From an optimization exercise on the open Yosys and OpenROAD flow, aimed at small area and a short achievable clock period; shortcuts taken in it are not production practice. Power figures rest on the tool's default switching activity, not on a simulated workload.

== P ==
## APB_TOP
module APB_TOP(
    input PCLK, PRESETn,
    input ST, WEN,
    input [8:0] APB_WADRS, APB_RADRS,
    input [7:0] APB_WDATA,
    output [7:0] APB_RDATA_OUT,
    output PSLVERR
);
    wire       WE;       
    wire [7:0] HI, LO;   
    wire [7:0] PWDATA, PRDATA;
    APB_MASTER MASTER_INST (
        .PCLK(PCLK),
        .PRESETn(PRESETn),
        .ST(ST),
        .WEN(WEN),
        .APB_WADRS(APB_WADRS),
        .APB_RADRS(APB_RADRS),
        .APB_WDATA(APB_WDATA),
        .PRDATA(PRDATA),
        .WE(WE),
        .HI(HI),
        .LO(LO),
        .PWDATA(PWDATA),
        .PSLVERR(PSLVERR),
        .APB_RDATA_OUT(APB_RDATA_OUT)
    );
    APB_SLAVE SLAVE_INST (
        .PCLK(PCLK),
        .WE(WE),
        .HI(HI),
        .LO(LO),
        .PWDATA(PWDATA),
        .PRDATA(PRDATA)
    );
endmodule
For scale: roughly 1100 cells after synthesis, roughly 560 flip-flops, about 39 I/O pins, roughly 0.020 sq mm of cells after synthesis.
Settings: LEC_CHECK=0, CAP_MARGIN=20, CORE_MARGIN=2, CORE_UTILIZATION=40, SETUP_SLACK_MARGIN=1.3, SLEW_MARGIN=20; clock period 2.7 ns.
run.sh (not shown) runs the stock make flow with config.mk's settings and CLKGATE_MAP_FILE= SYNTH_SCRIPT=/design/flow/synth_recipe.tcl, a recipe that flattens the netlist after the stock synthesis.
diff inputs: P => Q
- SETUP_SLACK_MARGIN changed from 1.3 to 1.0
[summary]
Q contains fewer vias than P.
Going from P to Q, post-layout minimum cycle time rose 0.085 ns; design area fell 5.3%.
Changes in R relative to Q:
- an added CTS_BUF_LIST of sky130_fd_sc_hd__clkbuf_4 sky130_fd_sc_hd__clkbuf_8
Notes after the runs:
The proportion of power drawn by combinational gates of R exceeds that of Q by 1.5 points.
As far as routability congestion estimate from global placement goes, Q and R are indistinguishable; the numbers are identical.
Area of the multi-input gates: R and Q compared, higher one is R
Lower area growth from synthesis to layout among R and Q: Q
Compared with Q, R shows a lower portion of the clock cycle consumed by the worst path in the final layout.
Q → R: utilization picked up an extra 1.3 points; wire length of the first global-routing pass picked up an extra 3900 microns; detailed router's first-iteration violation count neither gained nor lost much.
Function was not checked in any run of this note: the RTL went through the layout flow alone.

========
The RTL this note starts from:
==> flow/design.v <==
module APB_MASTER(
    input            PCLK, PRESETn,
    input            ST, WEN,
    input      [8:0] APB_WADRS, APB_RADRS,
    input      [7:0] APB_WDATA,
    input      [7:0] PRDATA,
    output           WE,
    output reg [7:0] HI, LO,
    output reg [7:0] PWDATA,
    output reg       PSLVERR,
    output reg [7:0] APB_RDATA_OUT
);
reg setup, access;    
reg free;             
reg pwrite;           
reg aerr;             
wire       take = PRESETn & ST & ~setup;
wire [8:0] adr  = WEN ? APB_WADRS : APB_RADRS;
always @(posedge PCLK)
begin
    setup  <= take;
    free   <= ~take;
    access <= PRESETn & setup;
end
wire [7:0] lo_n = 8'd1 << adr[2:0];
wire [7:0] hi_n = (adr[7:6] == 2'b00) ? (8'd1 << adr[5:3]) : 8'd0;
always @(posedge PCLK)
begin
    pwrite <= (pwrite & setup) | (WEN & free);
    aerr   <= (aerr & setup) | ((|adr[8:6]) & free);
    PWDATA <= (PWDATA & {8{setup}}) | (APB_WDATA & {8{free}});
    LO     <= (LO & {8{setup}}) | (lo_n & {8{free}});
    HI     <= (HI & {8{setup}}) | (hi_n & {8{free}});
end
assign WE = PRESETn & access & pwrite;
always @(posedge PCLK)
begin
    if (!PRESETn)
        APB_RDATA_OUT <= 8'd0;
    else if (access & ~pwrite)
        APB_RDATA_OUT <= PRDATA;
end
always @(posedge PCLK)
    PSLVERR <= PRESETn & (setup | access) & aerr;
endmodule
module APB_SLAVE(
    input            PCLK,
    input            WE,
    input      [7:0] HI, LO,
    input      [7:0] PWDATA,
    output reg [7:0] PRDATA
);
reg [7:0] mem [0:63];
integer g, j;
always @(posedge PCLK)
begin
    for (g = 0; g < 8; g = g + 1)
        for (j = 0; j < 8; j = j + 1)
            if (WE & HI[g] & LO[j])
                mem[8*g+j] <= PWDATA;
end
reg [7:0] grp [0:7];
reg [7:0] rd;
always @(*)
begin
    for (g = 0; g < 8; g = g + 1)
    begin
        grp[g] = 8'd0;
        for (j = 0; j < 8; j = j + 1)
            grp[g] = grp[g] | ({8{LO[j]}} & mem[8*g+j]);
    end
    rd = 8'd0;
    for (g = 0; g < 8; g = g + 1)
        rd = rd | ({8{HI[g]}} & grp[g]);
end
always @(posedge PCLK)
    PRDATA <= rd;
endmodule
module APB_TOP(
    input PCLK, PRESETn,
    input ST, WEN,
    input [8:0] APB_WADRS, APB_RADRS,
    input [7:0] APB_WDATA,
    output [7:0] APB_RDATA_OUT,
    output PSLVERR
);
    wire       WE;       
    wire [7:0] HI, LO;   
    wire [7:0] PWDATA, PRDATA;
    APB_MASTER MASTER_INST (
        .PCLK(PCLK),
        .PRESETn(PRESETn),
        .ST(ST),
        .WEN(WEN),
        .APB_WADRS(APB_WADRS),
        .APB_RADRS(APB_RADRS),
        .APB_WDATA(APB_WDATA),
        .PRDATA(PRDATA),
        .WE(WE),
        .HI(HI),
        .LO(LO),
        .PWDATA(PWDATA),
        .PSLVERR(PSLVERR),
        .APB_RDATA_OUT(APB_RDATA_OUT)
    );
    APB_SLAVE SLAVE_INST (
        .PCLK(PCLK),
        .WE(WE),
        .HI(HI),
        .LO(LO),
        .PWDATA(PWDATA),
        .PRDATA(PRDATA)
    );
endmodule
Settings: LEC_CHECK=0, CAP_MARGIN=20, CORE_MARGIN=2, CORE_UTILIZATION=40, SETUP_SLACK_MARGIN=1.0, SLEW_MARGIN=20; clock period 2.7 ns.
standard.sh (not shown) runs the stock make flow with config.mk's settings and CLKGATE_MAP_FILE= SYNTH_SCRIPT=/design/flow/synth_recipe.tcl, a recipe that flattens the netlist after the stock synthesis.
==> flow/flow/run.sh <==
#!/bin/bash
set -euo pipefail
sed "s|CLKGATE_MAP_FILE= |CLKGATE_MAP_FILE= MATCH_CELL_FOOTPRINT=0 'BUFFER_PORTS_ARGS=-buffer_cell sky130_fd_sc_hd__buf_2' |" standard.sh > own_standard.sh
grep -q MATCH_CELL_FOOTPRINT=0 own_standard.sh
bash own_standard.sh > own_flow.log 2>&1
The baseline completed with no timing, DRC or antenna violations.
Edit:
==> flow/run.sh (new file) <==
#!/bin/bash
# synth_recipe.tcl (not shown) runs the flow's synth.tcl, then flattens the netlist and writes it again
# the make line also repeats each setting of config.mk as NAME=value (left out here)
make -C /OpenROAD-flow-scripts/flow DESIGN_CONFIG=/design/flow/config.mk WORK_HOME=/design/flow/orfs CLKGATE_MAP_FILE= SYNTH_SCRIPT=/design/flow/synth_recipe.tcl finish
removed: flow/flow/run.sh
removed: flow/standard.sh
Non-clock buffer count went up by 10.
Setup slack gets worse by 0.037 ns.
Clock skew fell by 0.013 ns.
Via count shrinks slightly.
Total power climbs by a few percent.
Sequential power stays flat.
Edit:
==> flow/flow/run.sh (new file) <==
#!/bin/bash
set -euo pipefail
sed "s|CLKGATE_MAP_FILE= |CLKGATE_MAP_FILE= MATCH_CELL_FOOTPRINT=0 'BUFFER_PORTS_ARGS=-buffer_cell sky130_fd_sc_hd__buf_2' |" standard.sh > own_standard.sh
grep -q MATCH_CELL_FOOTPRINT=0 own_standard.sh
bash own_standard.sh > own_flow.log 2>&1
==> flow/standard.sh (new file) <==
#!/bin/bash
# synth_recipe.tcl (not shown) runs the flow's synth.tcl, then flattens the netlist and writes it again
# the make line also repeats each setting of config.mk as NAME=value (left out here)
make -C /OpenROAD-flow-scripts/flow DESIGN_CONFIG=/design/flow/config.mk WORK_HOME=/design/flow/orfs CLKGATE_MAP_FILE= SYNTH_SCRIPT=/design/flow/synth_recipe.tcl "${@:-finish}"
--- a/flow/config.mk
+++ b/flow/config.mk
@@ -9,4 +9,5 @@
 export CORE_MARGIN = 2
-export CORE_UTILIZATION = 40
-export SETUP_SLACK_MARGIN = 1.0
+export CORE_UTILIZATION = 65
+export PLACE_DENSITY = 0.72
+export SETUP_SLACK_MARGIN = 1.3
 export SLEW_MARGIN = 20
removed: flow/run.sh
What happened:
- The changed run completed without violations
- non-clock buffer count increases by 22
- total power climbs by 2.3%
- worst setup slack improved by 0.13 ns
Edit:
==> flow/run.sh (new file) <==
#!/bin/bash
# synth_recipe.tcl (not shown) runs the flow's synth.tcl, then flattens the netlist and writes it again
# the make line also repeats each setting of config.mk as NAME=value (left out here)
make -C /OpenROAD-flow-scripts/flow DESIGN_CONFIG=/design/flow/config.mk WORK_HOME=/design/flow/orfs CLKGATE_MAP_FILE= SYNTH_SCRIPT=/design/flow/synth_recipe.tcl finish
--- a/flow/config.mk
+++ b/flow/config.mk
@@ -9,5 +9,6 @@
 export CORE_MARGIN = 2
-export CORE_UTILIZATION = 65
-export PLACE_DENSITY = 0.72
-export SETUP_SLACK_MARGIN = 1.3
+export CORE_UTILIZATION = 40
+export CTS_CLUSTER_DIAMETER = 80
+export CTS_CLUSTER_SIZE = 25
+export SETUP_SLACK_MARGIN = 1.0
 export SLEW_MARGIN = 20
removed: flow/flow/run.sh
removed: flow/standard.sh
=>
- worst setup slack loses 0.093 ns
- hold slack gains 0.33 ns
- routed wire length goes down by 5.7%
- synthesized area stays the same
- core utilization goes down by 34 points
No run of this note included a check of the RTL's function; only the layout flow was run.

what the ideal ports hide:
The flow's constraints put no driver on any port. The routed layouts listed below were extracted and timed again, unchanged, in two steps. Step 1: set_driving_cell puts a clkbuf_16 on PCLK and a buf_2 on each other input, an assumption about the parent block. Step 2 also shifts input and output timing later by t, the mid clock arrival at the registers, as if the neighbouring blocks saw the same clock. Three values: no drivers, after step 1, after step 2; two values: the first two.
| run | t (ns) | slack for setup (ns) | latest minus earliest clock arrival (ns) | worst data-port slew with drivers (ns) |
|---|---|---|---|---|
| P | 0.653 | 0.885 / 0.885 / 0.694 | 0.022 / 0.022 | 0.04 |
| Q | 0.637 | 0.800 / 0.800 / 0.409 | 0.035 / 0.035 | 0.12 |
| R | 0.680 | 0.818 / 0.818 / 0.374 | 0.024 / 0.024 | 0.15 |
| the first run of note 2 | 0.649 | 0.979 / 0.979 / 0.739 | 0.031 / 0.031 | 0.04 |
| the second run of note 2 | 0.629 | 0.943 / 0.943 / 0.419 | 0.017 / 0.017 | 0.04 |
| the third run of note 2 | 0.621 | 1.070 / 1.046 / 0.640 | 0.024 / 0.024 | 0.03 |
| the fourth run of note 2 | 0.632 | 0.977 / 0.977 / 0.457 | 0.021 / 0.022 | 0.04 |
After both steps every run listed still meets setup and hold. For the second run of note 2, which loses most, drivers alone change the setup slack by 0.000 ns; drivers and shift together by -0.524 ns.
